Context: an optimization exercise on an open-source flow, tuned for small area, a short achievable clock period and few clock cycles. The choices shown serve that exercise and are no tape-out recipe. The RTL was checked by simulation tests, not by an equivalence proof against the original design. Power figures rest on the tool's default switching activity, not on a simulated workload.

### design/flow/design.v
module csa_fa (
    input  a,
    input  b,
    input  c,
    output s,
    output co
);
assign s  = a ^ b ^ c;
assign co = (a & b) | (a & c) | (b & c);
endmodule
module csa_ha (
    input  a,
    input  b,
    output s,
    output co
);
assign s  = a ^ b;
assign co = a & b;
endmodule
module csa_fx (
    input  a,
    input  b,
    input  c,
    output s,
    output co
);
logic x;
assign x  = a ^ b;
assign s  = x ^ c;
assign co = x ? c : a;
endmodule
module sparse_mac_top
#(
    parameter int NUM_DECODERS = 2,
    parameter int VALUE_W = 16,
    parameter int INDEX_W = 16,
    parameter int DECODER_FIFO_DEPTH = 16,
    parameter int ACCUM_W = 32
)
(
    input mac_clk,
    input mac_rst,
    input [NUM_DECODERS-1:0] sram_valid_i,
    output [NUM_DECODERS-1:0] sram_ready_o,
    input [NUM_DECODERS*(1+VALUE_W+INDEX_W)-1:0] sram_data_i,
    output mac_valid_o,
    output [ACCUM_W-1:0] mac_data_o
);
localparam int DATA_W = 1 + VALUE_W + INDEX_W;
logic [INDEX_W-1:0] skip0, skip1;
logic [VALUE_W-1:0] val0, val1;
logic in_done0, in_done1;
assign {in_done0, val0, skip0} = sram_data_i[0 +: DATA_W];
assign {in_done1, val1, skip1} = sram_data_i[DATA_W +: DATA_W];
logic hv0, hv1;               
logic hd0, hd1;               
logic [VALUE_W-1:0] hval0;
logic [7:0] b_one, b_two, b_neg;    
logic b_top;                        
logic [INDEX_W:0] diff;       
logic [31:0] acc_s, acc_c;    
logic [31:0] res;             
logic mq;                     
logic fin, both, d_zero, d_neg, pop0, pop1, match, take0, take1;
assign fin    = (hv0 & hd0) | (hv1 & hd1);
assign both   = hv0 & hv1 & ~fin;
assign d_zero = (diff == '0);
assign d_neg  = diff[INDEX_W];
assign pop0   = both & ~d_neg;
assign pop1   = both & (d_neg | d_zero);
assign match  = both & d_zero;
assign sram_ready_o[0] = ~fin & (~hv0 | pop0);
assign sram_ready_o[1] = ~fin & (~hv1 | pop1);
assign take0 = sram_valid_i[0] & sram_ready_o[0];
assign take1 = sram_valid_i[1] & sram_ready_o[1];
logic [INDEX_W:0] s1x, s0x, c10, c01, c11, diff_n;
assign s1x = {1'b0, skip1};
assign s0x = {1'b0, skip0};
assign c10 = diff + s1x + 1'b1;
assign c01 = diff - s0x - 1'b1;
assign c11 = s1x - s0x;
logic t00, t01, t10, t11;
assign t00 = ~take1 & ~take0;
assign t01 = ~take1 &  take0;
assign t10 =  take1 & ~take0;
assign t11 =  take1 &  take0;
assign diff_n = ({(INDEX_W+1){t00}} & diff) | ({(INDEX_W+1){t01}} & c01)
              | ({(INDEX_W+1){t10}} & c10) | ({(INDEX_W+1){t11}} & c11);
logic [7:0] e_one, e_two, e_neg;
always_comb begin
    for (int j = 0; j < 8; j++) begin
        logic hi, mid, lo;
        hi  = val1[2*j+1];
        mid = val1[2*j];
        lo  = (j == 0) ? 1'b0 : val1[2*j-1];
        e_one[j] = mid ^ lo;
        e_two[j] = (hi & ~mid & ~lo) | (~hi & mid & lo);
        e_neg[j] = hi;
    end
end
logic [16:0] bpp [8];
logic [15:0] bpp8;
always_comb begin
    for (int j = 0; j < 8; j++)
        for (int i = 0; i < 17; i++)
            bpp[j][i] = ((b_one[j] & ((i < 16) ? hval0[i] : 1'b0))
                       | (b_two[j] & ((i > 0) ? hval0[i-1] : 1'b0))) ^ b_neg[j];
    for (int i = 0; i < 16; i++)
        bpp8[i] = b_top & hval0[i];
end
logic [31:0] tree_s, tree_c;
logic mt_0, mt_1, mt_2, mt_3, mt_4, mt_5, mt_6, mt_7, mt_8, mt_9, mt_10, mt_11;
logic mt_12, mt_13, mt_14, mt_15, mt_16, mt_17, mt_18, mt_19, mt_20, mt_21, mt_22, mt_23;
logic mt_24, mt_25, mt_26, mt_27, mt_28, mt_29, mt_30, mt_31, mt_32, mt_33, mt_34, mt_35;
logic mt_36, mt_37, mt_38, mt_39, mt_40, mt_41, mt_42, mt_43, mt_44, mt_45, mt_46, mt_47;
logic mt_48, mt_49, mt_50, mt_51, mt_52, mt_53, mt_54, mt_55, mt_56, mt_57, mt_58, mt_59;
logic mt_60, mt_61, mt_62, mt_63, mt_64, mt_65, mt_66, mt_67, mt_68, mt_69, mt_70, mt_71;
logic mt_72, mt_73, mt_74, mt_75, mt_76, mt_77, mt_78, mt_79, mt_80, mt_81, mt_82, mt_83;
logic mt_84, mt_85, mt_86, mt_87, mt_88, mt_89, mt_90, mt_91, mt_92, mt_93, mt_94, mt_95;
logic mt_96, mt_97, mt_98, mt_99, mt_100, mt_101, mt_102, mt_103, mt_104, mt_105, mt_106, mt_107;
logic mt_108, mt_109, mt_110, mt_111, mt_112, mt_113, mt_114, mt_115, mt_116, mt_117, mt_118, mt_119;
logic mt_120, mt_121, mt_122, mt_123, mt_124, mt_125, mt_126, mt_127, mt_128, mt_129, mt_130, mt_131;
logic mt_132, mt_133, mt_134, mt_135, mt_136, mt_137, mt_138, mt_139, mt_140, mt_141, mt_142, mt_143;
logic mt_144, mt_145, mt_146, mt_147, mt_148, mt_149, mt_150, mt_151, mt_152, mt_153, mt_154, mt_155;
logic mt_156, mt_157, mt_158, mt_159, mt_160, mt_161, mt_162, mt_163, mt_164, mt_165, mt_166, mt_167;
logic mt_168, mt_169, mt_170, mt_171, mt_172, mt_173, mt_174, mt_175, mt_176, mt_177, mt_178, mt_179;
logic mt_180, mt_181, mt_182, mt_183, mt_184, mt_185, mt_186, mt_187, mt_188, mt_189, mt_190, mt_191;
logic mt_192, mt_193, mt_194, mt_195, mt_196, mt_197, mt_198, mt_199, mt_200, mt_201, mt_202, mt_203;
logic mt_204, mt_205, mt_206, mt_207, mt_208, mt_209, mt_210, mt_211, mt_212, mt_213, mt_214, mt_215;
logic mt_216, mt_217, mt_218, mt_219, mt_220, mt_221, mt_222, mt_223, mt_224, mt_225, mt_226, mt_227;
logic mt_228, mt_229, mt_230, mt_231, mt_232, mt_233, mt_234, mt_235, mt_236, mt_237, mt_238, mt_239;
logic mt_240, mt_241, mt_242, mt_243, mt_244, mt_245, mt_246, mt_247, mt_248, mt_249, mt_250, mt_251;
logic mt_252, mt_253, mt_254, mt_255, mt_256, mt_257, mt_258, mt_259, mt_260, mt_261, mt_262, mt_263;
logic mt_264, mt_265, mt_266, mt_267, mt_268, mt_269, mt_270, mt_271, mt_272, mt_273, mt_274, mt_275;
logic mt_276, mt_277, mt_278, mt_279, mt_280, mt_281, mt_282, mt_283, mt_284, mt_285, mt_286, mt_287;
logic mt_288, mt_289, mt_290, mt_291, mt_292, mt_293, mt_294, mt_295, mt_296, mt_297, mt_298, mt_299;
logic mt_300, mt_301, mt_302, mt_303, mt_304, mt_305, mt_306, mt_307, mt_308, mt_309, mt_310, mt_311;
logic mt_312, mt_313, mt_314, mt_315, mt_316, mt_317, mt_318, mt_319, mt_320, mt_321, mt_322, mt_323;
logic mt_324, mt_325, mt_326, mt_327, mt_328, mt_329, mt_330, mt_331, mt_332, mt_333, mt_334, mt_335;
logic mt_336, mt_337, mt_338, mt_339, mt_340, mt_341, mt_342, mt_343, mt_344, mt_345, mt_346, mt_347;
logic mt_348, mt_349, mt_350, mt_351, mt_352, mt_353, mt_354, mt_355, mt_356, mt_357, mt_358, mt_359;
logic mt_360, mt_361, mt_362, mt_363, mt_364, mt_365, mt_366, mt_367, mt_368, mt_369, mt_370, mt_371;
logic mt_372, mt_373, mt_374, mt_375, mt_376, mt_377, mt_378, mt_379, mt_380, mt_381, mt_382, mt_383;
logic mt_384, mt_385, mt_386, mt_387, mt_388, mt_389, mt_390, mt_391;
csa_ha u_mt_0 (.a(acc_s[12]), .b(acc_c[12]), .s(mt_0), .co(mt_1));
csa_ha u_mt_2 (.a(acc_s[13]), .b(acc_c[13]), .s(mt_2), .co(mt_3));
csa_fa u_mt_4 (.a(acc_s[14]), .b(acc_c[14]), .c(b_neg[7]), .s(mt_4), .co(mt_5));
csa_ha u_mt_6 (.a(bpp[0][14]), .b(bpp[1][12]), .s(mt_6), .co(mt_7));
csa_fx u_mt_8 (.a(acc_s[15]), .b(acc_c[15]), .c(bpp[0][15]), .s(mt_8), .co(mt_9));
csa_ha u_mt_10 (.a(bpp[1][13]), .b(bpp[2][11]), .s(mt_10), .co(mt_11));
csa_fa u_mt_12 (.a(acc_s[16]), .b(acc_c[16]), .c(bpp8[0]), .s(mt_12), .co(mt_13));
csa_fx u_mt_14 (.a(bpp[0][16]), .b(bpp[1][14]), .c(bpp[2][12]), .s(mt_14), .co(mt_15));
csa_fa u_mt_16 (.a(acc_s[17]), .b(acc_c[17]), .c(b_neg[0]), .s(mt_16), .co(mt_17));
csa_fa u_mt_18 (.a(bpp8[1]), .b(bpp[1][15]), .c(bpp[2][13]), .s(mt_18), .co(mt_19));
csa_fa u_mt_20 (.a(acc_s[18]), .b(acc_c[18]), .c(b_neg[0]), .s(mt_20), .co(mt_21));
csa_fa u_mt_22 (.a(bpp8[2]), .b(bpp[1][16]), .c(bpp[2][14]), .s(mt_22), .co(mt_23));
csa_fa u_mt_24 (.a(acc_s[19]), .b(acc_c[19]), .c(~b_neg[0]), .s(mt_24), .co(mt_25));
csa_fx u_mt_26 (.a(~b_neg[1]), .b(bpp8[3]), .c(bpp[2][15]), .s(mt_26), .co(mt_27));
csa_fa u_mt_28 (.a(1'b1), .b(acc_s[20]), .c(acc_c[20]), .s(mt_28), .co(mt_29));
csa_ha u_mt_30 (.a(bpp8[4]), .b(bpp[2][16]), .s(mt_30), .co(mt_31));
csa_fa u_mt_32 (.a(acc_s[21]), .b(acc_c[21]), .c(~b_neg[2]), .s(mt_32), .co(mt_33));
csa_ha u_mt_34 (.a(1'b1), .b(acc_s[22]), .s(mt_34), .co(mt_35));
csa_ha u_mt_36 (.a(acc_s[6]), .b(acc_c[6]), .s(mt_36), .co(mt_37));
csa_ha u_mt_38 (.a(acc_s[7]), .b(acc_c[7]), .s(mt_38), .co(mt_39));
csa_fa u_mt_40 (.a(acc_s[8]), .b(acc_c[8]), .c(b_neg[4]), .s(mt_40), .co(mt_41));
csa_ha u_mt_42 (.a(bpp[0][8]), .b(bpp[1][6]), .s(mt_42), .co(mt_43));
csa_fa u_mt_44 (.a(acc_s[9]), .b(acc_c[9]), .c(bpp[0][9]), .s(mt_44), .co(mt_45));
csa_ha u_mt_46 (.a(bpp[1][7]), .b(bpp[2][5]), .s(mt_46), .co(mt_47));
csa_fa u_mt_48 (.a(acc_s[10]), .b(acc_c[10]), .c(b_neg[5]), .s(mt_48), .co(mt_49));
csa_fa u_mt_50 (.a(bpp[0][10]), .b(bpp[1][8]), .c(bpp[2][6]), .s(mt_50), .co(mt_51));
csa_ha u_mt_52 (.a(bpp[3][4]), .b(bpp[4][2]), .s(mt_52), .co(mt_53));
csa_fa u_mt_54 (.a(acc_s[11]), .b(acc_c[11]), .c(bpp[0][11]), .s(mt_54), .co(mt_55));
csa_fa u_mt_56 (.a(bpp[1][9]), .b(bpp[2][7]), .c(bpp[3][5]), .s(mt_56), .co(mt_57));
csa_ha u_mt_58 (.a(bpp[4][3]), .b(bpp[5][1]), .s(mt_58), .co(mt_59));
csa_fa u_mt_60 (.a(b_neg[6]), .b(mt_0), .c(bpp[0][12]), .s(mt_60), .co(mt_61));
csa_fa u_mt_62 (.a(bpp[1][10]), .b(bpp[2][8]), .c(bpp[3][6]), .s(mt_62), .co(mt_63));
csa_fa u_mt_64 (.a(bpp[4][4]), .b(bpp[5][2]), .c(bpp[6][0]), .s(mt_64), .co(mt_65));
csa_fa u_mt_66 (.a(mt_1), .b(mt_2), .c(bpp[0][13]), .s(mt_66), .co(mt_67));
csa_fa u_mt_68 (.a(bpp[1][11]), .b(bpp[2][9]), .c(bpp[3][7]), .s(mt_68), .co(mt_69));
csa_fa u_mt_70 (.a(bpp[4][5]), .b(bpp[5][3]), .c(bpp[6][1]), .s(mt_70), .co(mt_71));
csa_fa u_mt_72 (.a(mt_3), .b(mt_4), .c(bpp[2][10]), .s(mt_72), .co(mt_73));
csa_fa u_mt_74 (.a(bpp[3][8]), .b(bpp[4][6]), .c(bpp[5][4]), .s(mt_74), .co(mt_75));
csa_fx u_mt_76 (.a(bpp[6][2]), .b(bpp[7][0]), .c(mt_6), .s(mt_76), .co(mt_77));
csa_fa u_mt_78 (.a(mt_5), .b(bpp[3][9]), .c(bpp[4][7]), .s(mt_78), .co(mt_79));
csa_fa u_mt_80 (.a(bpp[5][5]), .b(bpp[6][3]), .c(bpp[7][1]), .s(mt_80), .co(mt_81));
csa_fx u_mt_82 (.a(mt_8), .b(mt_7), .c(mt_10), .s(mt_82), .co(mt_83));
csa_fa u_mt_84 (.a(mt_12), .b(bpp[3][10]), .c(bpp[4][8]), .s(mt_84), .co(mt_85));
csa_fa u_mt_86 (.a(bpp[5][6]), .b(bpp[6][4]), .c(bpp[7][2]), .s(mt_86), .co(mt_87));
csa_fx u_mt_88 (.a(mt_11), .b(mt_9), .c(mt_14), .s(mt_88), .co(mt_89));
csa_fa u_mt_90 (.a(mt_16), .b(bpp[3][11]), .c(bpp[4][9]), .s(mt_90), .co(mt_91));
csa_fa u_mt_92 (.a(bpp[5][7]), .b(bpp[6][5]), .c(bpp[7][3]), .s(mt_92), .co(mt_93));
csa_fx u_mt_94 (.a(mt_13), .b(mt_15), .c(mt_18), .s(mt_94), .co(mt_95));
csa_fa u_mt_96 (.a(mt_20), .b(mt_17), .c(bpp[3][12]), .s(mt_96), .co(mt_97));
csa_fa u_mt_98 (.a(bpp[4][10]), .b(bpp[5][8]), .c(bpp[6][6]), .s(mt_98), .co(mt_99));
csa_fx u_mt_100 (.a(bpp[7][4]), .b(mt_19), .c(mt_22), .s(mt_100), .co(mt_101));
csa_fa u_mt_102 (.a(mt_24), .b(mt_21), .c(bpp[3][13]), .s(mt_102), .co(mt_103));
csa_fa u_mt_104 (.a(bpp[4][11]), .b(bpp[5][9]), .c(bpp[6][7]), .s(mt_104), .co(mt_105));
csa_fx u_mt_106 (.a(bpp[7][5]), .b(mt_26), .c(mt_23), .s(mt_106), .co(mt_107));
csa_fa u_mt_108 (.a(mt_28), .b(mt_25), .c(bpp[3][14]), .s(mt_108), .co(mt_109));
csa_fa u_mt_110 (.a(bpp[4][12]), .b(bpp[5][10]), .c(bpp[6][8]), .s(mt_110), .co(mt_111));
csa_fx u_mt_112 (.a(bpp[7][6]), .b(mt_30), .c(mt_27), .s(mt_112), .co(mt_113));
csa_fa u_mt_114 (.a(mt_29), .b(bpp8[5]), .c(mt_32), .s(mt_114), .co(mt_115));
csa_fa u_mt_116 (.a(bpp[3][15]), .b(bpp[4][13]), .c(bpp[5][11]), .s(mt_116), .co(mt_117));
csa_fx u_mt_118 (.a(bpp[6][9]), .b(bpp[7][7]), .c(mt_31), .s(mt_118), .co(mt_119));
csa_fa u_mt_120 (.a(acc_c[22]), .b(mt_34), .c(bpp8[6]), .s(mt_120), .co(mt_121));
csa_fa u_mt_122 (.a(mt_33), .b(bpp[3][16]), .c(bpp[4][14]), .s(mt_122), .co(mt_123));
csa_fa u_mt_124 (.a(bpp[5][12]), .b(bpp[6][10]), .c(bpp[7][8]), .s(mt_124), .co(mt_125));
csa_fa u_mt_126 (.a(acc_s[23]), .b(acc_c[23]), .c(mt_35), .s(mt_126), .co(mt_127));
csa_fa u_mt_128 (.a(~b_neg[3]), .b(bpp8[7]), .c(bpp[4][15]), .s(mt_128), .co(mt_129));
csa_fa u_mt_130 (.a(bpp[5][13]), .b(bpp[6][11]), .c(bpp[7][9]), .s(mt_130), .co(mt_131));
csa_fa u_mt_132 (.a(1'b1), .b(acc_s[24]), .c(acc_c[24]), .s(mt_132), .co(mt_133));
csa_fa u_mt_134 (.a(bpp8[8]), .b(bpp[4][16]), .c(bpp[5][14]), .s(mt_134), .co(mt_135));
csa_ha u_mt_136 (.a(bpp[6][12]), .b(bpp[7][10]), .s(mt_136), .co(mt_137));
csa_fa u_mt_138 (.a(acc_s[25]), .b(acc_c[25]), .c(~b_neg[4]), .s(mt_138), .co(mt_139));
csa_fa u_mt_140 (.a(bpp8[9]), .b(bpp[5][15]), .c(bpp[6][13]), .s(mt_140), .co(mt_141));
csa_fa u_mt_142 (.a(1'b1), .b(acc_s[26]), .c(acc_c[26]), .s(mt_142), .co(mt_143));
csa_ha u_mt_144 (.a(bpp8[10]), .b(bpp[5][16]), .s(mt_144), .co(mt_145));
csa_fa u_mt_146 (.a(acc_s[27]), .b(acc_c[27]), .c(~b_neg[5]), .s(mt_146), .co(mt_147));
csa_ha u_mt_148 (.a(1'b1), .b(acc_s[28]), .s(mt_148), .co(mt_149));
csa_ha u_mt_150 (.a(acc_s[2]), .b(acc_c[2]), .s(mt_150), .co(mt_151));
csa_ha u_mt_152 (.a(acc_s[3]), .b(acc_c[3]), .s(mt_152), .co(mt_153));
csa_fa u_mt_154 (.a(acc_s[4]), .b(acc_c[4]), .c(b_neg[2]), .s(mt_154), .co(mt_155));
csa_ha u_mt_156 (.a(bpp[0][4]), .b(bpp[1][2]), .s(mt_156), .co(mt_157));
csa_fa u_mt_158 (.a(acc_s[5]), .b(acc_c[5]), .c(bpp[0][5]), .s(mt_158), .co(mt_159));
csa_ha u_mt_160 (.a(bpp[1][3]), .b(bpp[2][1]), .s(mt_160), .co(mt_161));
csa_fa u_mt_162 (.a(b_neg[3]), .b(mt_36), .c(bpp[0][6]), .s(mt_162), .co(mt_163));
csa_fa u_mt_164 (.a(bpp[1][4]), .b(bpp[2][2]), .c(bpp[3][0]), .s(mt_164), .co(mt_165));
csa_fa u_mt_166 (.a(mt_37), .b(mt_38), .c(bpp[0][7]), .s(mt_166), .co(mt_167));
csa_fa u_mt_168 (.a(bpp[1][5]), .b(bpp[2][3]), .c(bpp[3][1]), .s(mt_168), .co(mt_169));
csa_fa u_mt_170 (.a(mt_39), .b(mt_40), .c(bpp[2][4]), .s(mt_170), .co(mt_171));
csa_fa u_mt_172 (.a(bpp[3][2]), .b(bpp[4][0]), .c(mt_42), .s(mt_172), .co(mt_173));
csa_fa u_mt_174 (.a(mt_41), .b(bpp[3][3]), .c(bpp[4][1]), .s(mt_174), .co(mt_175));
csa_fa u_mt_176 (.a(mt_44), .b(mt_43), .c(mt_46), .s(mt_176), .co(mt_177));
csa_fa u_mt_178 (.a(mt_48), .b(bpp[5][0]), .c(mt_47), .s(mt_178), .co(mt_179));
csa_fa u_mt_180 (.a(mt_52), .b(mt_45), .c(mt_50), .s(mt_180), .co(mt_181));
csa_fa u_mt_182 (.a(mt_49), .b(mt_54), .c(mt_53), .s(mt_182), .co(mt_183));
csa_fa u_mt_184 (.a(mt_58), .b(mt_51), .c(mt_56), .s(mt_184), .co(mt_185));
csa_fa u_mt_186 (.a(mt_60), .b(mt_59), .c(mt_55), .s(mt_186), .co(mt_187));
csa_fa u_mt_188 (.a(mt_57), .b(mt_62), .c(mt_64), .s(mt_188), .co(mt_189));
csa_fa u_mt_190 (.a(mt_66), .b(mt_61), .c(mt_63), .s(mt_190), .co(mt_191));
csa_fa u_mt_192 (.a(mt_65), .b(mt_68), .c(mt_70), .s(mt_192), .co(mt_193));
csa_fa u_mt_194 (.a(mt_72), .b(mt_67), .c(mt_69), .s(mt_194), .co(mt_195));
csa_fa u_mt_196 (.a(mt_71), .b(mt_74), .c(mt_76), .s(mt_196), .co(mt_197));
csa_fa u_mt_198 (.a(mt_73), .b(mt_75), .c(mt_78), .s(mt_198), .co(mt_199));
csa_fa u_mt_200 (.a(mt_80), .b(mt_82), .c(mt_77), .s(mt_200), .co(mt_201));
csa_fx u_mt_202 (.a(mt_79), .b(mt_81), .c(mt_84), .s(mt_202), .co(mt_203));
csa_fx u_mt_204 (.a(mt_86), .b(mt_83), .c(mt_88), .s(mt_204), .co(mt_205));
csa_fx u_mt_206 (.a(mt_85), .b(mt_87), .c(mt_90), .s(mt_206), .co(mt_207));
csa_fx u_mt_208 (.a(mt_92), .b(mt_94), .c(mt_89), .s(mt_208), .co(mt_209));
csa_fa u_mt_210 (.a(mt_96), .b(mt_91), .c(mt_93), .s(mt_210), .co(mt_211));
csa_fa u_mt_212 (.a(mt_98), .b(mt_100), .c(mt_95), .s(mt_212), .co(mt_213));
csa_fa u_mt_214 (.a(mt_102), .b(mt_97), .c(mt_99), .s(mt_214), .co(mt_215));
csa_fx u_mt_216 (.a(mt_104), .b(mt_106), .c(mt_101), .s(mt_216), .co(mt_217));
csa_fa u_mt_218 (.a(mt_108), .b(mt_103), .c(mt_105), .s(mt_218), .co(mt_219));
csa_fx u_mt_220 (.a(mt_110), .b(mt_112), .c(mt_107), .s(mt_220), .co(mt_221));
csa_fa u_mt_222 (.a(mt_114), .b(mt_109), .c(mt_111), .s(mt_222), .co(mt_223));
csa_fx u_mt_224 (.a(mt_116), .b(mt_118), .c(mt_113), .s(mt_224), .co(mt_225));
csa_fa u_mt_226 (.a(mt_120), .b(mt_115), .c(mt_117), .s(mt_226), .co(mt_227));
csa_fa u_mt_228 (.a(mt_122), .b(mt_124), .c(mt_119), .s(mt_228), .co(mt_229));
csa_fa u_mt_230 (.a(mt_126), .b(mt_121), .c(mt_128), .s(mt_230), .co(mt_231));
csa_fa u_mt_232 (.a(mt_123), .b(mt_125), .c(mt_130), .s(mt_232), .co(mt_233));
csa_fa u_mt_234 (.a(mt_132), .b(mt_127), .c(mt_136), .s(mt_234), .co(mt_235));
csa_fa u_mt_236 (.a(mt_129), .b(mt_131), .c(mt_134), .s(mt_236), .co(mt_237));
csa_fa u_mt_238 (.a(mt_133), .b(mt_138), .c(bpp[7][11]), .s(mt_238), .co(mt_239));
csa_fa u_mt_240 (.a(mt_137), .b(mt_135), .c(mt_140), .s(mt_240), .co(mt_241));
csa_fa u_mt_242 (.a(mt_142), .b(mt_139), .c(bpp[6][14]), .s(mt_242), .co(mt_243));
csa_fa u_mt_244 (.a(bpp[7][12]), .b(mt_144), .c(mt_141), .s(mt_244), .co(mt_245));
csa_fa u_mt_246 (.a(mt_143), .b(bpp8[11]), .c(mt_146), .s(mt_246), .co(mt_247));
csa_fa u_mt_248 (.a(bpp[6][15]), .b(bpp[7][13]), .c(mt_145), .s(mt_248), .co(mt_249));
csa_fa u_mt_250 (.a(acc_c[28]), .b(mt_148), .c(bpp8[12]), .s(mt_250), .co(mt_251));
csa_fa u_mt_252 (.a(mt_147), .b(bpp[6][16]), .c(bpp[7][14]), .s(mt_252), .co(mt_253));
csa_fa u_mt_254 (.a(acc_s[29]), .b(acc_c[29]), .c(mt_149), .s(mt_254), .co(mt_255));
csa_fa u_mt_256 (.a(~b_neg[6]), .b(bpp8[13]), .c(bpp[7][15]), .s(mt_256), .co(mt_257));
csa_fa u_mt_258 (.a(1'b1), .b(acc_s[30]), .c(acc_c[30]), .s(mt_258), .co(mt_259));
csa_ha u_mt_260 (.a(bpp8[14]), .b(bpp[7][16]), .s(mt_260), .co(mt_261));
csa_fa u_mt_262 (.a(acc_s[31]), .b(acc_c[31]), .c(~b_neg[7]), .s(mt_262), .co(mt_263));
csa_ha u_mt_264 (.a(acc_s[0]), .b(acc_c[0]), .s(mt_264), .co(mt_265));
csa_ha u_mt_266 (.a(acc_s[1]), .b(acc_c[1]), .s(mt_266), .co(mt_267));
csa_fa u_mt_268 (.a(b_neg[1]), .b(mt_150), .c(bpp[0][2]), .s(mt_268), .co(mt_269));
csa_fa u_mt_270 (.a(mt_151), .b(mt_152), .c(bpp[0][3]), .s(mt_270), .co(mt_271));
csa_fa u_mt_272 (.a(mt_153), .b(mt_154), .c(bpp[2][0]), .s(mt_272), .co(mt_273));
csa_fa u_mt_274 (.a(mt_155), .b(mt_158), .c(mt_157), .s(mt_274), .co(mt_275));
csa_fa u_mt_276 (.a(mt_162), .b(mt_161), .c(mt_159), .s(mt_276), .co(mt_277));
csa_fa u_mt_278 (.a(mt_166), .b(mt_163), .c(mt_165), .s(mt_278), .co(mt_279));
csa_fa u_mt_280 (.a(mt_170), .b(mt_167), .c(mt_169), .s(mt_280), .co(mt_281));
csa_fa u_mt_282 (.a(mt_171), .b(mt_174), .c(mt_176), .s(mt_282), .co(mt_283));
csa_fa u_mt_284 (.a(mt_175), .b(mt_178), .c(mt_177), .s(mt_284), .co(mt_285));
csa_fx u_mt_286 (.a(mt_179), .b(mt_182), .c(mt_184), .s(mt_286), .co(mt_287));
csa_fx u_mt_288 (.a(mt_183), .b(mt_186), .c(mt_185), .s(mt_288), .co(mt_289));
csa_fa u_mt_290 (.a(mt_187), .b(mt_190), .c(mt_189), .s(mt_290), .co(mt_291));
csa_fx u_mt_292 (.a(mt_191), .b(mt_194), .c(mt_193), .s(mt_292), .co(mt_293));
csa_fa u_mt_294 (.a(mt_195), .b(mt_198), .c(mt_197), .s(mt_294), .co(mt_295));
csa_fx u_mt_296 (.a(mt_202), .b(mt_199), .c(mt_201), .s(mt_296), .co(mt_297));
csa_fx u_mt_298 (.a(mt_206), .b(mt_203), .c(mt_205), .s(mt_298), .co(mt_299));
csa_fx u_mt_300 (.a(mt_210), .b(mt_207), .c(mt_209), .s(mt_300), .co(mt_301));
csa_fx u_mt_302 (.a(mt_211), .b(mt_214), .c(mt_216), .s(mt_302), .co(mt_303));
csa_fx u_mt_304 (.a(mt_215), .b(mt_218), .c(mt_220), .s(mt_304), .co(mt_305));
csa_fx u_mt_306 (.a(mt_219), .b(mt_222), .c(mt_224), .s(mt_306), .co(mt_307));
csa_fx u_mt_308 (.a(mt_226), .b(mt_223), .c(mt_228), .s(mt_308), .co(mt_309));
csa_fx u_mt_310 (.a(mt_230), .b(mt_227), .c(mt_232), .s(mt_310), .co(mt_311));
csa_fx u_mt_312 (.a(mt_234), .b(mt_231), .c(mt_236), .s(mt_312), .co(mt_313));
csa_fx u_mt_314 (.a(mt_238), .b(mt_235), .c(mt_240), .s(mt_314), .co(mt_315));
csa_fa u_mt_316 (.a(mt_242), .b(mt_239), .c(mt_244), .s(mt_316), .co(mt_317));
csa_fa u_mt_318 (.a(mt_246), .b(mt_243), .c(mt_248), .s(mt_318), .co(mt_319));
csa_fa u_mt_320 (.a(mt_250), .b(mt_247), .c(mt_252), .s(mt_320), .co(mt_321));
csa_fa u_mt_322 (.a(mt_254), .b(mt_251), .c(mt_256), .s(mt_322), .co(mt_323));
csa_fa u_mt_324 (.a(mt_258), .b(mt_255), .c(mt_260), .s(mt_324), .co(mt_325));
csa_fa u_mt_326 (.a(mt_259), .b(bpp8[15]), .c(mt_262), .s(mt_326), .co(mt_327));
csa_ha u_mt_328 (.a(b_neg[0]), .b(mt_264), .s(mt_328), .co(mt_329));
csa_fa u_mt_330 (.a(mt_265), .b(mt_266), .c(bpp[0][1]), .s(mt_330), .co(mt_331));
csa_fa u_mt_332 (.a(mt_267), .b(bpp[1][0]), .c(mt_268), .s(mt_332), .co(mt_333));
csa_fa u_mt_334 (.a(bpp[1][1]), .b(mt_270), .c(mt_269), .s(mt_334), .co(mt_335));
csa_fa u_mt_336 (.a(mt_272), .b(mt_156), .c(mt_271), .s(mt_336), .co(mt_337));
csa_fa u_mt_338 (.a(mt_160), .b(mt_273), .c(mt_274), .s(mt_338), .co(mt_339));
csa_fa u_mt_340 (.a(mt_164), .b(mt_275), .c(mt_276), .s(mt_340), .co(mt_341));
csa_fa u_mt_342 (.a(mt_168), .b(mt_277), .c(mt_278), .s(mt_342), .co(mt_343));
csa_fa u_mt_344 (.a(mt_172), .b(mt_279), .c(mt_280), .s(mt_344), .co(mt_345));
csa_fx u_mt_346 (.a(mt_173), .b(mt_281), .c(mt_282), .s(mt_346), .co(mt_347));
csa_fx u_mt_348 (.a(mt_180), .b(mt_284), .c(mt_283), .s(mt_348), .co(mt_349));
csa_fx u_mt_350 (.a(mt_181), .b(mt_286), .c(mt_285), .s(mt_350), .co(mt_351));
csa_fx u_mt_352 (.a(mt_188), .b(mt_288), .c(mt_287), .s(mt_352), .co(mt_353));
csa_fx u_mt_354 (.a(mt_192), .b(mt_289), .c(mt_290), .s(mt_354), .co(mt_355));
csa_fx u_mt_356 (.a(mt_196), .b(mt_291), .c(mt_292), .s(mt_356), .co(mt_357));
csa_fx u_mt_358 (.a(mt_200), .b(mt_293), .c(mt_294), .s(mt_358), .co(mt_359));
csa_fx u_mt_360 (.a(mt_204), .b(mt_296), .c(mt_295), .s(mt_360), .co(mt_361));
csa_fx u_mt_362 (.a(mt_208), .b(mt_298), .c(mt_297), .s(mt_362), .co(mt_363));
csa_fx u_mt_364 (.a(mt_212), .b(mt_300), .c(mt_299), .s(mt_364), .co(mt_365));
csa_fx u_mt_366 (.a(mt_213), .b(mt_302), .c(mt_301), .s(mt_366), .co(mt_367));
csa_fx u_mt_368 (.a(mt_217), .b(mt_304), .c(mt_303), .s(mt_368), .co(mt_369));
csa_fx u_mt_370 (.a(mt_221), .b(mt_306), .c(mt_305), .s(mt_370), .co(mt_371));
csa_fx u_mt_372 (.a(mt_225), .b(mt_308), .c(mt_307), .s(mt_372), .co(mt_373));
csa_fx u_mt_374 (.a(mt_229), .b(mt_310), .c(mt_309), .s(mt_374), .co(mt_375));
csa_fa u_mt_376 (.a(mt_233), .b(mt_312), .c(mt_311), .s(mt_376), .co(mt_377));
csa_fa u_mt_378 (.a(mt_237), .b(mt_314), .c(mt_313), .s(mt_378), .co(mt_379));
csa_fx u_mt_380 (.a(mt_241), .b(mt_316), .c(mt_315), .s(mt_380), .co(mt_381));
csa_fx u_mt_382 (.a(mt_245), .b(mt_318), .c(mt_317), .s(mt_382), .co(mt_383));
csa_fa u_mt_384 (.a(mt_249), .b(mt_320), .c(mt_319), .s(mt_384), .co(mt_385));
csa_fa u_mt_386 (.a(mt_253), .b(mt_322), .c(mt_321), .s(mt_386), .co(mt_387));
csa_fa u_mt_388 (.a(mt_257), .b(mt_324), .c(mt_323), .s(mt_388), .co(mt_389));
csa_fa u_mt_390 (.a(mt_326), .b(mt_261), .c(mt_325), .s(mt_390), .co(mt_391));
assign tree_s[0] = bpp[0][0];
assign tree_c[0] = mt_328;
assign tree_s[1] = mt_330;
assign tree_c[1] = mt_329;
assign tree_s[2] = mt_332;
assign tree_c[2] = mt_331;
assign tree_s[3] = mt_334;
assign tree_c[3] = mt_333;
assign tree_s[4] = mt_336;
assign tree_c[4] = mt_335;
assign tree_s[5] = mt_338;
assign tree_c[5] = mt_337;
assign tree_s[6] = mt_340;
assign tree_c[6] = mt_339;
assign tree_s[7] = mt_342;
assign tree_c[7] = mt_341;
assign tree_s[8] = mt_344;
assign tree_c[8] = mt_343;
assign tree_s[9] = mt_346;
assign tree_c[9] = mt_345;
assign tree_s[10] = mt_348;
assign tree_c[10] = mt_347;
assign tree_s[11] = mt_350;
assign tree_c[11] = mt_349;
assign tree_s[12] = mt_352;
assign tree_c[12] = mt_351;
assign tree_s[13] = mt_354;
assign tree_c[13] = mt_353;
assign tree_s[14] = mt_356;
assign tree_c[14] = mt_355;
assign tree_s[15] = mt_358;
assign tree_c[15] = mt_357;
assign tree_s[16] = mt_360;
assign tree_c[16] = mt_359;
assign tree_s[17] = mt_362;
assign tree_c[17] = mt_361;
assign tree_s[18] = mt_364;
assign tree_c[18] = mt_363;
assign tree_s[19] = mt_366;
assign tree_c[19] = mt_365;
assign tree_s[20] = mt_368;
assign tree_c[20] = mt_367;
assign tree_s[21] = mt_370;
assign tree_c[21] = mt_369;
assign tree_s[22] = mt_372;
assign tree_c[22] = mt_371;
assign tree_s[23] = mt_374;
assign tree_c[23] = mt_373;
assign tree_s[24] = mt_376;
assign tree_c[24] = mt_375;
assign tree_s[25] = mt_378;
assign tree_c[25] = mt_377;
assign tree_s[26] = mt_380;
assign tree_c[26] = mt_379;
assign tree_s[27] = mt_382;
assign tree_c[27] = mt_381;
assign tree_s[28] = mt_384;
assign tree_c[28] = mt_383;
assign tree_s[29] = mt_386;
assign tree_c[29] = mt_385;
assign tree_s[30] = mt_388;
assign tree_c[30] = mt_387;
assign tree_s[31] = mt_390;
assign tree_c[31] = mt_389;
always_ff @(posedge mac_clk or negedge mac_rst) begin
    if (~mac_rst) begin
        hv0   <= 1'b0;
        hv1   <= 1'b0;
        diff  <= '0;
        acc_s <= '0;
        acc_c <= '0;
        mq    <= 1'b0;
    end else begin
        hv0 <= take0 | (hv0 & ~pop0);
        hv1 <= take1 | (hv1 & ~pop1);
        diff <= diff_n;
        mq <= match;
        if (match) begin
            acc_s <= tree_s;
            acc_c <= tree_c;
        end
    end
end
always_ff @(posedge mac_clk) begin
    res <= acc_s + acc_c;
    if (take0) begin
        hval0 <= val0;
        hd0   <= in_done0;
    end
    if (take1) begin
        b_one <= e_one;
        b_two <= e_two;
        b_neg <= e_neg;
        b_top <= val1[15];
        hd1   <= in_done1;
    end
end
assign mac_valid_o = fin & ~mq;
assign mac_data_o  = res;
endmodule
### design/flow/flow/run.sh
#!/bin/bash
set -euo pipefail
export BUFFER_PORTS_ARGS="-buffer_cell sky130_fd_sc_hd__buf_2"
bash standard.sh finish > flow_make.log 2>&1
### design/flow/standard.sh
#!/bin/bash
# synth_recipe.tcl (not shown) runs the flow's synth.tcl, then flattens the netlist and writes it again
# the make line also repeats each setting of config.mk as NAME=value (left out here)
make -C /OpenROAD-flow-scripts/flow DESIGN_CONFIG=/design/flow/config.mk WORK_HOME=/design/flow/orfs CLKGATE_MAP_FILE= SYNTH_SCRIPT=/design/flow/synth_recipe.tcl "${@:-finish}"
### design/flow/config.mk
export PLATFORM = sky130hd
export DESIGN_NAME = sparse_mac_top
export DESIGN_NICKNAME = sparse_mac_top
export VERILOG_FILES = /design/flow/design.v
export SDC_FILE = /design/flow/constraint.sdc
export NUM_CORES = 4
export LEC_CHECK = 0
export CAP_MARGIN = 20
export CORE_MARGIN = 2
export CORE_UTILIZATION = 40
export SETUP_SLACK_MARGIN = 3.6
export SLEW_MARGIN = 20
export SYNTH_HIERARCHICAL = 1
### design/flow/constraint.sdc
create_clock -name core_clock -period 7.0 [get_ports {mac_clk}]
set_input_delay 1.4000 -clock core_clock [delete_from_list [all_inputs] [get_ports {mac_clk}]]
set_output_delay 1.4000 -clock core_clock [all_outputs]
set_load 0.01 [all_outputs]
==> results of run 1 <==
synth_stat cells (9+ instances only):
master and n:
sky130_fd_sc_hd__ha_1 102, sky130_fd_sc_hd__nand2b_1 21, sky130_fd_sc_hd__o21ai_0 40, sky130_fd_sc_hd__and3_1 9, sky130_fd_sc_hd__or3_1 9, sky130_fd_sc_hd__a22oi_1 120, sky130_fd_sc_hd__a21oi_1 68, sky130_fd_sc_hd__nand2_1 71
sky130_fd_sc_hd__and2_1 19, sky130_fd_sc_hd__nor2_1 43, sky130_fd_sc_hd__o21a_1 12, sky130_fd_sc_hd__dfrtp_1 84, sky130_fd_sc_hd__clkbuf_1 84, sky130_fd_sc_hd__xor3_1 48, sky130_fd_sc_hd__maj3_1 48, sky130_fd_sc_hd__xnor2_1 179
sky130_fd_sc_hd__xor2_1 24, sky130_fd_sc_hd__dfxtp_1 32, sky130_fd_sc_hd__a211oi_1 15, sky130_fd_sc_hd__a21o_1 35, sky130_fd_sc_hd__buf_2 10, sky130_fd_sc_hd__inv_1 41, sky130_fd_sc_hd__mux2_2 63, sky130_fd_sc_hd__nor3_1 21
sky130_fd_sc_hd__o31ai_1 9, sky130_fd_sc_hd__nand3_1 14, sky130_fd_sc_hd__edfxtp_1 42, sky130_fd_sc_hd__fa_1 129
metrics by stage:
step                power [uW]  util (%)  std cells  setup slack, ps  hold WS (ps)
finish                    8470      49.3       2207             3540           507
detailed placement        6910      43.2       2046             3090           505
global route              9080      49.3       2207             3430           526
floorplan                 5830         -       1507             3490           481
CTS                       8300      48.0       2184             3490           514
global placement          6860      43.2       2045             3120           504
placed cells by master, fill, tap and decap left out, drive strengths merged, types with 9 or more instances in the layout:
master / count
o21a: 12
and2: 19
a211oi: 18
or3: 9
mux2: 63
xor3: 48
dfxtp: 32
maj3: 48
o21ai: 45
a22oi: 120
dfrtp: 84
nand2: 72
fa: 129
buf: 243
clkbuf: 18
xor2: 24
inv: 51
nor2: 43
a21o: 35
a21oi: 70
o31ai: 12
nor3: 21
ha: 102
edfxtp: 42
xnor2: 179
and3: 9
nand2b: 21
nand3: 15
flip-flops by register name (all words and copies together) (netlist names), 7 cells and up:
name and flops:
acc_c 32, b_two 8, b_neg 7, res 32
diff 17, acc_s 32, hval0 16, b_one 8
logic make-up after synthesis:
kind of cell | synth area share (%)
xor+xnor | 17.9
compound gates | 15.5
fa+ha+maj | 26.6
buf+inv | 3.42
simple gates | 7.29
flops | 24.6
other cells | 0.0230
mux | 4.67
modules after synthesis, one instance, submodules excluded:
| module | times used | flip-flops and latches | area [um^2] | cells |
|---|---|---|---|---|
| sparse_mac_top | 1 | 158 | 11900 | 1258 |
| csa_ha | 23 | 0 | 12.5 | 1 |
| csa_fx | 48 | 0 | 33.8 | 2 |
| csa_fa | 125 | 0 | 20.0 | 1 |
power by group:
part           internal (uW)  switching [uW]  leakage (uW)
clock                    546             453      0.000306
combinational           3600            2670       0.00685
sequential              1050             144       0.00177
total                   5200            3270       0.00892
worst reg2reg max path, cell delays in order (launching register included):
cell	delay, ps
sky130_fd_sc_hd__edfxtp_1	510
sky130_fd_sc_hd__buf_6	180
sky130_fd_sc_hd__a22oi_2	190
sky130_fd_sc_hd__xnor2_2	150
sky130_fd_sc_hd__xor3_2	490
sky130_fd_sc_hd__buf_4	150
sky130_fd_sc_hd__xor3_1	380
sky130_fd_sc_hd__maj3_2	330
sky130_fd_sc_hd__maj3_2	330
sky130_fd_sc_hd__maj3_1	340
sky130_fd_sc_hd__mux2_2	260
final cells by class:
type                            count  area share, %
Tap cell                          525           3.33
Clock inverter                     15          0.951
Timing Repair Buffer              245           10.2
Multi-Input combinational cell   1204           62.0
Clock buffer                       17           2.16
Sequential cell                   158           20.3
Inverter                           43          0.983
layer usage:
metal | vias to the layer above | part of all wire (%)
li1 | 5743 | -
met4 | 0 | 1.9
met2 | 390 | 47
met1 | 6171 | 45
met5 | - | 0
met3 | 49 | 5.8
what timing repair did:
action | in CTS | in global routing
gates resized for setup | 28 | 91
setup endpoints to repair | 44 | 40
buffers inserted | 105 | 23
gates cloned | 1 | 0
pin swaps | 10 | 72
worst max path at each step:
stage / slack [ps] / cells past startpoint / endpoint / from
2_1_floorplan: 3490 / 11 / diff[16] / sram_data_i[0]
3_3_place_gp: 3120 / 12 / diff[16] / sram_data_i[0]
3_5_place_dp: 3090 / 12 / diff[16] / sram_data_i[0]
4_1_cts: 3490 / 5 / sram_ready_o[1] / diff[14]
5_1_grt: 3430 / 5 / sram_ready_o[1] / diff[11]
6_report: 3540 / 5 / sram_ready_o[1] / diff[11]
==> results.cfg, run 1 <==
[cts]
tritoncts = built
cts.reportedPaths.clkPinSlew_ps = 80
clock_sinks = 158
root_buffer = sky130_fd_sc_hd__clkbuf_16
cts-hold-fix-buffers = 0
clock_latency_at_the_later_pin_of_the_worst_skew_pair_ps = 460
htree_num_levels = 4
numCtsBuffers = 17
max-clock-path-buffers = 2

[placed_design]
place.detailed.hpwl_um = 31500
place.port_buffers = 104
gp_routability_congestion = 0.867
dpl-instance-area_um2 = 17300

[finish]
post-route-cell-area_um2 = 19700
sequential_cell_area_um2 = 4010
layout-drive-gt1-share_pct = 27.5
area_of_the_multi_input_gates_um2 = 12200
area_growth_syn_to_layout_pct = 21.1
insertedDiodeCount = 0
nFillCells = 3614
net_count_reported_at_finish = 1970

[grt]
globalRouteMet2Util_pct = 34.6
grt_busiest_layer = met2
grt.total_usage_pct = 21.7
grt_pass1_vias = 12800
grt_antenna_before_repair = 0
grt.overflow.total = 0
met3_usage_pct = 3.96
grt_max_degree = 48
gr-usage-met1_pct = 30.1
grt_pass1_wl_um = 70700

[timing]
fin_crit_sh_pct = 49.5
worst_slew_pin_tran_ps = 882
hold_violations = 0
setup_viol = 0
fin_crit_ps = 3460
worst_clock_skew_ps = 10.3
max_freq_mhz = 289
setup_total_negative_slack_ps = 0
rsz_0062_raised_after_global_routing = yes
slew_headroom_pct = 41.1
final_slew_violations = 0

[critical_path]
reg2reg_depth = 10
gate_family_responsible_for_the_most_delay_along_the_worst_path = simple AND/OR/NAND/NOR gates
type_of_the_worst_setup_path = register to output pin
cp_cell_sequence = nor4_4 > a41oi_2 > o31ai_2 > and2_1 > buf_2
setup.worst_path.end_class = output pin
worst-path-buf-inv = 1
reg2reg_slack_ps = 3590
crit_arrival_ps = 2060
timing.critical_path.slowest_cell_delay_ps = 460
cp_max_delay_cell = sky130_fd_sc_hd__dfrtp_2
maximum_fanout_along_the_worst_path = 4
timing.rr.start = b_one[1]
cp-start-kind = register
critPathRequiredTime_ps = 5600
r2r_end = acc_c[19]

[power]
peakVddDrop_uv = 315
p_leak_uw = 0.00892
powerDensity_nw_per_um2 = 429

[route]
via_cell_ratio = 5.60
wl_per_cell_um = 20.1
remaining_drcs = 0
ant_nets = 0
drt-pass1-iter-count = 5
finalWirelength_um = 44300
vias = 12400
detailedRoute.firstIterationViolations = 875

[synthesis]
synth_async_reset_ratio_pct = 53.2
synth_area_leader_cell = sky130_fd_sc_hd__fa_1
post-synth-top-area-fraction_pct = 15.8
netlist_instances = 1502
edff_count_synth = 42
synth_seq_area_share_pct = 24.6
synth.top_cells.by_area = sky130_fd_sc_hd__fa_1 16%, sky130_fd_sc_hd__dfrtp_1 13%, sky130_fd_sc_hd__xnor2_1 9.6%, sky130_fd_sc_hd__ha_1 7.8%, sky130_fd_sc_hd__edfxtp_1 7.7%
synthDistinctLibCells = 73
synth_warnings = 9
ys_seq_elements = 158
synthFlopType = sky130_fd_sc_hd__dfrtp_1
netlist_area_um2 = 16300
synth_area_per_cell_um2 = 10.9

[hold_path]
whs_endpoint = res[0]
worst_hold_path.num_cells = 1
hold_path.startpoint = acc_c[0]
holdCritPathClass = register to register

[die]
die_y_um = 206
fp.dieArea_um2 = 42400
floorplan.die.width_um = 206
num_rows = 73
initial_util_pct = 40.7
placeable_core_region_um2 = 40000
ioPinCount = 105

[run]
max_cap_viol_count = 0

[run_status]
outcome = timing/DRC/antenna clean
Testbench counts, summed over its fixed seeds: cycles 7,526.
==> run 2: changes to the inputs <==
--- a/design/flow/config.mk
+++ b/design/flow/config.mk
@@ -8,6 +8,6 @@
 export CAP_MARGIN = 20
 export CORE_MARGIN = 2
 export CORE_UTILIZATION = 40
-export SETUP_SLACK_MARGIN = 3.6
+export SETUP_SLACK_MARGIN = 3.3
 export SLEW_MARGIN = 20
 export SYNTH_HIERARCHICAL = 1
==> run 2 against run 1 <==
Effect of this change: clock power barely moved; via count fell by 3.6%; critical path depth unchanged; non-clock buffer count fell by 92; fmax fell by 4.5%; critical path type unchanged; power down 5.1%; die area did not move; highest routed layer unchanged.
==> results.cfg, run 2 <==
[timing]
rsz_0062_raised_after_global_routing = yes
fin_crit_sh_pct = 51.8
hold_violations = 0
worst_hold_slack_ps = 522
final_slew_violations = 0
slew_headroom_pct = 39.9
setup_viol = 0
setup_total_negative_slack_ps = 0
worst_clock_skew_ps = 14.3
fin_crit_ps = 3630
max_freq_mhz = 276
worst_slew_pin_tran_ps = 902

[critical_path]
cp_cell_sequence = nor4_2 > a41oi_1 > o31ai_2 > and2_1 > buf_2
timing.critical_path.slowest_cell_delay_ps = 500
reg2reg_depth = 8
crit_arrival_ps = 2230
critPathLaunch = diff[1]
timing.rr.start = b_neg[2]
r2r_end = acc_c[22]
type_of_the_worst_setup_path = register to output pin
cp-start-kind = register
cp_max_delay_cell = sky130_fd_sc_hd__dfrtp_1
critical_path.endpoint = sram_ready_o[1]
reg2reg_slack_ps = 3410
setup.worst_path.end_class = output pin
critPathRequiredTime_ps = 5600
maximum_fanout_along_the_worst_path = 6

[grt]
grt_pass1_wl_um = 68900
grt.total_usage_pct = 21.1
grt_pass1_vias = 12200
gr-usage-met1_pct = 30.3
met3_usage_pct = 3.55
grt_busiest_layer = met2
grt.overflow.total = 0
globalRouteMet2Util_pct = 33.1
grt_antenna_before_repair = 0
grt_max_degree = 48

[finish]
layout-drive-gt1-share_pct = 17.2
largestRegisters = acc_c x32, acc_s x32, res x32
layoutNonFillerInstCount = 2115
net_count_reported_at_finish = 1878
nFillCells = 3709
insertedDiodeCount = 0
layout.cells.most_common_list = 179 x sky130_fd_sc_hd__xnor2_1, 129 x sky130_fd_sc_hd__fa_1, 120 x sky130_fd_sc_hd__a22oi_1, 103 x sky130_fd_sc_hd__buf_2, 102 x sky130_fd_sc_hd__ha_1
most_frequent_standard_cell_in_the_layout_excluding_fill_and_tap_cells = sky130_fd_sc_hd__xnor2_1
area_growth_syn_to_layout_pct = 12.6

[die]
fp.dieArea_um2 = 42400
placeable_core_region_um2 = 40000
ioPinCount = 105
floorplan.die.width_um = 206
die_y_um = 206
initial_util_pct = 40.7
num_rows = 73

[synthesis]
ys_seq_elements = 158
synth_seq_area_share_pct = 24.6
synth_area_leader_cell = sky130_fd_sc_hd__fa_1
yosysMostFrequentCell = sky130_fd_sc_hd__xnor2_1
synthTopCellsByCount = 179 x sky130_fd_sc_hd__xnor2_1, 129 x sky130_fd_sc_hd__fa_1, 120 x sky130_fd_sc_hd__a22oi_1
synthMuxAreaShare_pct = 4.67
synth_top_family_by_area = adder cells
synth_area_per_cell_um2 = 10.9
synthDistinctLibCells = 73
edff_count_synth = 42
synth-simple-area-share_pct = 7.29
synthFlopType = sky130_fd_sc_hd__dfrtp_1
synth_async_reset_ratio_pct = 53.2
synth-compound-area-share_pct = 15.5
synth_warnings = 9
synth_fa_ha_area_share_pct = 26.6
netlist_area_um2 = 16300
post-synth-top-area-fraction_pct = 15.8
synth_xor_xnor_area_share_pct = 17.9
synth.top_cells.by_area = sky130_fd_sc_hd__fa_1 16%, sky130_fd_sc_hd__dfrtp_1 13%, sky130_fd_sc_hd__xnor2_1 9.6%, sky130_fd_sc_hd__ha_1 7.8%, sky130_fd_sc_hd__edfxtp_1 7.7%
netlist_instances = 1502

[placed_design]
place.detailed.hpwl_um = 31300
place_inst = 2047
gp_routability_congestion = 0.860
place.port_buffers = 104

[route]
via_cell_ratio = 5.63
ant_nets = 0
wl_per_cell_um = 20.1
detailedRoute.firstIterationViolations = 741
drt-pass1-iter-count = 5
finalWirelength_um = 42600
remaining_drcs = 0
vias = 11900

[cts]
htree_num_levels = 4
max-clock-path-buffers = 2
tritoncts = built
numCtsBuffers = 17
root_buffer = sky130_fd_sc_hd__clkbuf_16
cts.reportedPaths.clkPinSlew_ps = 80
clock_sinks = 158
cts-hold-fix-buffers = 0
clock_latency_at_the_later_pin_of_the_worst_skew_pair_ps = 470

[run]
max_cap_viol_count = 0

[power]
p_leak_uw = 0.00830
powerDensity_nw_per_um2 = 438
peakVddDrop_uv = 296

[hold_path]
holdCritPathClass = register to register

[run_status]
outcome = timing/DRC/antenna clean
## run 2: modules after synthesis (local to each module, per instance)
module / cells / flip-flops and latches / area, um^2 / copies in the design
csa_ha: 1 / 0 / 12.5 / 23
csa_fa: 1 / 0 / 20.0 / 125
csa_fx: 2 / 0 / 33.8 / 48
sparse_mac_top: 1258 / 158 / 11900 / 1
## run 2: worst min-delay path by stage
stage	start	end	slack, ps	depth (start not counted)
detailed placement	acc_c[0]	res[0]	510	1
finish	acc_c[0]	res[0]	520	1
CTS	acc_c[0]	res[0]	530	1
floorplan	acc_c[0]	res[0]	480	1
global route	acc_c[0]	res[0]	560	1
global placement	acc_c[0]	res[0]	500	1
## run 2: per-layer routing
metal	vias up	share of wire, %
li1	5548	-
met5	-	0
met3	51	5.9
met4	0	1.8
met2	363	46
met1	5943	46
## run 2: cell type report
| type | count | area, um^2 | share of cell area [%] |
|---|---|---|---|
| flip-flops and latches | 158 | 4000 | 21.8 |
| clock inverters | 15 | 220 | 1.20 |
| well taps | 525 | 657 | 3.58 |
| clock buffers | 17 | 425 | 2.32 |
| inverters | 43 | 164 | 0.893 |
| repair buffers | 153 | 1060 | 5.76 |
| multi-input cells | 1204 | 11800 | 64.4 |
## run 2: report_power, final
group / internal [uW] / total, uW / switching [uW]
logic: 3330 / 5750 / 2420
registers: 1050 / 1260 / 212
clock network: 552 / 1030 / 479
total: 4930 / 8040 / 3110
## run 2: metrics by stage
stage	setup WS (ps)	utilization [%]	area (um^2)	total power (uW)
6_report	3370	45.9	18300	8040
5_1_grt	3250	45.9	18300	8640
4_1_cts	3310	44.9	17900	7960
3_5_place_dp	3000	43.1	17200	6840
3_3_place_gp	3040	43.0	17200	6790
2_1_floorplan	3310	-	16300	5800
## run 2: kinds of logic (layout without fill, tap and decap cells)
family / count (synthesis) / in the layout
AO/OA/AOI/OAI: 362 / 362
adder cells (fa/ha/maj): 279 / 279
XOR/XNOR: 251 / 251
AND/OR/NAND/NOR: 239 / 239
flip-flops: 158 / 158
buffers and inverters: 145 / 228
multiplexers: 67 / 67
other: 1 / 6
## run 2: what timing repair did
action / CTS / global route
gates cloned: 0 / 0
endpoints found under the setup margin: 17 / 21
setup buffers: 7 / 29
gates resized for setup: 3 / 7
## run 2: critical path: cells and delay by family (launching register included)
family,cells,cell delay (ps)
buf+inv,1,140
simple gates,2,610
flops,1,500
compound gates,2,510
==> run 3: changes to the inputs <==
--- a/design/flow/config.mk
+++ b/design/flow/config.mk
@@ -7,7 +7,7 @@
 export LEC_CHECK = 0
 export CAP_MARGIN = 20
 export CORE_MARGIN = 2
-export CORE_UTILIZATION = 40
+export CORE_UTILIZATION = 60
 export SETUP_SLACK_MARGIN = 3.3
 export SLEW_MARGIN = 20
 export SYNTH_HIERARCHICAL = 1
==> run 3 against run 2 <==
Effect of this change: final area decreased by 0.96%; largest power group unchanged; clock power barely moved; sequential share of layout area rose by 0.21 points; synthesized cell count did not move; power is 0.11% lower; utilization is 22 points higher; combinational power about the same.
==> results.cfg, run 3 <==
[hold_path]
holdCritPathClass = register to register

[critical_path]
maximum_fanout_along_the_worst_path = 17
critPathRequiredTime_ps = 7330
setup.worst_path.end_class = register
type_of_the_worst_setup_path = register to register
crit_arrival_ps = 3940
cp-start-kind = register

[timing]
fin_crit_ps = 3610
setup_viol = 0
setup_total_negative_slack_ps = 0
max_freq_mhz = 277
slew_headroom_pct = 36.6
worst_slew_pin_tran_ps = 951
hold_violations = 0
rsz_0062_raised_after_global_routing = yes
worst_clock_skew_ps = 12.4
final_slew_violations = 0
fin_crit_sh_pct = 51.6

[cts]
root_buffer = sky130_fd_sc_hd__clkbuf_16
max-clock-path-buffers = 2
cts-hold-fix-buffers = 0
cts.reportedPaths.clkPinSlew_ps = 70
numCtsBuffers = 17
clock_sinks = 158
htree_num_levels = 4
clock_latency_at_the_later_pin_of_the_worst_skew_pair_ps = 440
tritoncts = built

[finish]
most_frequent_standard_cell_in_the_layout_excluding_fill_and_tap_cells = sky130_fd_sc_hd__xnor2_1
nFillCells = 2125
largestRegisters = acc_c x32, acc_s x32, res x32
layout-drive-gt1-share_pct = 17.5
net_count_reported_at_finish = 1883
area_growth_syn_to_layout_pct = 11.5
layout.cells.most_common_list = 179 x sky130_fd_sc_hd__xnor2_1, 129 x sky130_fd_sc_hd__fa_1, 120 x sky130_fd_sc_hd__a22oi_1, 103 x sky130_fd_sc_hd__buf_2, 102 x sky130_fd_sc_hd__ha_1
finish.utilization_pct = 67.8

[power]
totalPowerFinal_uw = 8030
p_leak_uw = 0.00833
peakVddDrop_uv = 318
powerDensity_nw_per_um2 = 442

[route]
via_cell_ratio = 6.15
drt-pass1-iter-count = 7
met2_length_um = 19600
vias = 11900
top_layer_used = met4
remaining_drcs = 0
wl_met1_um = 17200
detailedRoute.firstIterationViolations = 809
ant_nets = 0
dr_wl_met3_um = 1960
finalWirelength_um = 39900
wl_per_cell_um = 20.6

[synthesis]
netlist_instances = 1502
post-synth-top-area-fraction_pct = 15.8
synth_warnings = 9
synth_async_reset_ratio_pct = 53.2
synthFlopType = sky130_fd_sc_hd__dfrtp_1
synth_seq_area_share_pct = 24.6
synthDistinctLibCells = 73
edff_count_synth = 42
synthTopCellsByCount = 179 x sky130_fd_sc_hd__xnor2_1, 129 x sky130_fd_sc_hd__fa_1, 120 x sky130_fd_sc_hd__a22oi_1
synth_area_per_cell_um2 = 10.9
synth_area_leader_cell = sky130_fd_sc_hd__fa_1
netlist_area_um2 = 16300
ys_seq_elements = 158
synth.top_cells.by_area = sky130_fd_sc_hd__fa_1 16%, sky130_fd_sc_hd__dfrtp_1 13%, sky130_fd_sc_hd__xnor2_1 9.6%, sky130_fd_sc_hd__ha_1 7.8%, sky130_fd_sc_hd__edfxtp_1 7.7%
yosysMostFrequentCell = sky130_fd_sc_hd__xnor2_1

[grt]
grt_pass1_vias = 12100
grt.total_usage_pct = 29.3
grt_antenna_before_repair = 2
grt.overflow.total = 0
grt_max_degree = 67
grt_pass1_wl_um = 65200

[die]
floorplan.die.width_um = 169
ioPinCount = 105
initial_util_pct = 60.8
die_y_um = 169
fp.dieArea_um2 = 28500
placeable_core_region_um2 = 26800
num_rows = 60

[placed_design]
place.detailed.hpwl_um = 29000
gp_routability_congestion = 0.910
place.port_buffers = 104

[run]
max_cap_viol_count = 0

[run_status]
outcome = timing/DRC/antenna clean
## run 3: cell counts after synthesis
Identical to the previous run, type by type.
## run 3: per-module statistics from Yosys (local to each module, per instance)
module | copies in the design | flops+latches
sparse_mac_top | 1 | 158
csa_fx | 48 | 0
csa_fa | 125 | 0
csa_ha | 23 | 0
## run 3: worst paths after layout
check                          from         to  slack, ps  depth (start not counted)
max                        hval0[3]  acc_c[21]       3390                          7
min                        acc_c[0]     res[0]        540                          1
max reg2reg                hval0[3]  acc_c[21]       3390                          7
min reg2reg                acc_c[0]     res[0]        540                          1
max in group asynchronous   mac_rst  acc_c[25]       4970                          2
min in group asynchronous   mac_rst   acc_s[1]        930                          1
## run 3: worst max-delay path, cell delays in order (launching register included)
cell	delay, ps
sky130_fd_sc_hd__edfxtp_1	840
sky130_fd_sc_hd__and2_1	250
sky130_fd_sc_hd__xor3_1	440
sky130_fd_sc_hd__xor3_1	440
sky130_fd_sc_hd__xor3_1	480
sky130_fd_sc_hd__maj3_1	410
sky130_fd_sc_hd__maj3_1	370
sky130_fd_sc_hd__mux2_2	270
## run 3: report_power, final
part	switching [uW]	internal, uW	total (uW)
clock	406	620	1030
sequential	193	1050	1250
combinational	2430	3330	5760
total	3020	5010	8030
## run 3: cell families (layout without fill, tap and decap cells)
logic type	after synthesis	count (layout)	share of synthesized area (%)
buffers and inverters	145	233	3.42
muxes	67	67	4.67
DFF	158	158	24.6
xor gates and xnor gates	251	251	17.9
other	1	7	0.0230
AOI/OAI and AO/OA	362	362	15.5
adders and majority gates	279	279	26.6
and+or+nand+nor	239	239	7.29
## run 3: repair_timing
action	in CTS	in global routing
pin swaps	0	1
setup endpoints to repair	6	25
buffers inserted	7	35
resized for setup	2	11
## run 3: final cells by class
cell class                      count  area [um^2]  area share (%)
Tap cell                          341          427            2.35
Clock buffer                       22          498            2.74
Sequential cell                   158         4000            22.0
Timing Repair Buffer              158         1110            6.10
Inverter                           43          169           0.929
Clock inverter                     10          148           0.812
Antenna cell                        1         2.50          0.0138
Multi-Input combinational cell   1204        11800            65.0
## run 3: routing by layer
layer	track usage (%)	vias to the layer above
met4	10.5	0
met5	0	-
met1	39.2	5923
met3	4.04	60
li1	-	5569
met2	49.1	356
## run 3: through the flow
step | cell area (um^2) | cells | hold slack, ps | setup WS, ps
2_1_floorplan | 16300 | 1507 | 481 | 3310
3_3_place_gp | 16900 | 1859 | 508 | 3020
3_5_place_dp | 17000 | 1861 | 524 | 2920
4_1_cts | 17700 | 1900 | 543 | 3280
5_1_grt | 18200 | 1937 | 568 | 3250
6_report | 18200 | 1937 | 544 | 3390

[static timing again, ports no longer ideal]
The flow's constraints put no driver on any port. The routed layouts listed below were extracted and timed again, unchanged, in two steps. Step 1: set_driving_cell puts a clkbuf_16 on mac_clk and a buf_2 on each other input, an assumption about the parent block. Step 2 also shifts input and output timing later by t, the mid clock arrival at the registers, as if the neighbouring blocks saw the same clock. Three values: ideal ports, drivers, drivers and shift; two values: the first two.
run | shift t [ns] | slack for setup (ns) | slew at the worst register clock pin (ns)
run 1 | 0.507 | 3.537 / 3.482 / 3.126 | 0.08 / 0.08
run 2 | 0.516 | 3.374 / 3.318 / 2.927 | 0.08 / 0.08
run 3 | 0.484 | 3.387 / 3.387 / 2.986 | 0.07 / 0.07
After both steps every run listed still meets setup and hold. For run 2, which loses most, drivers alone change the setup slack by -0.056 ns; drivers and shift together by -0.447 ns.
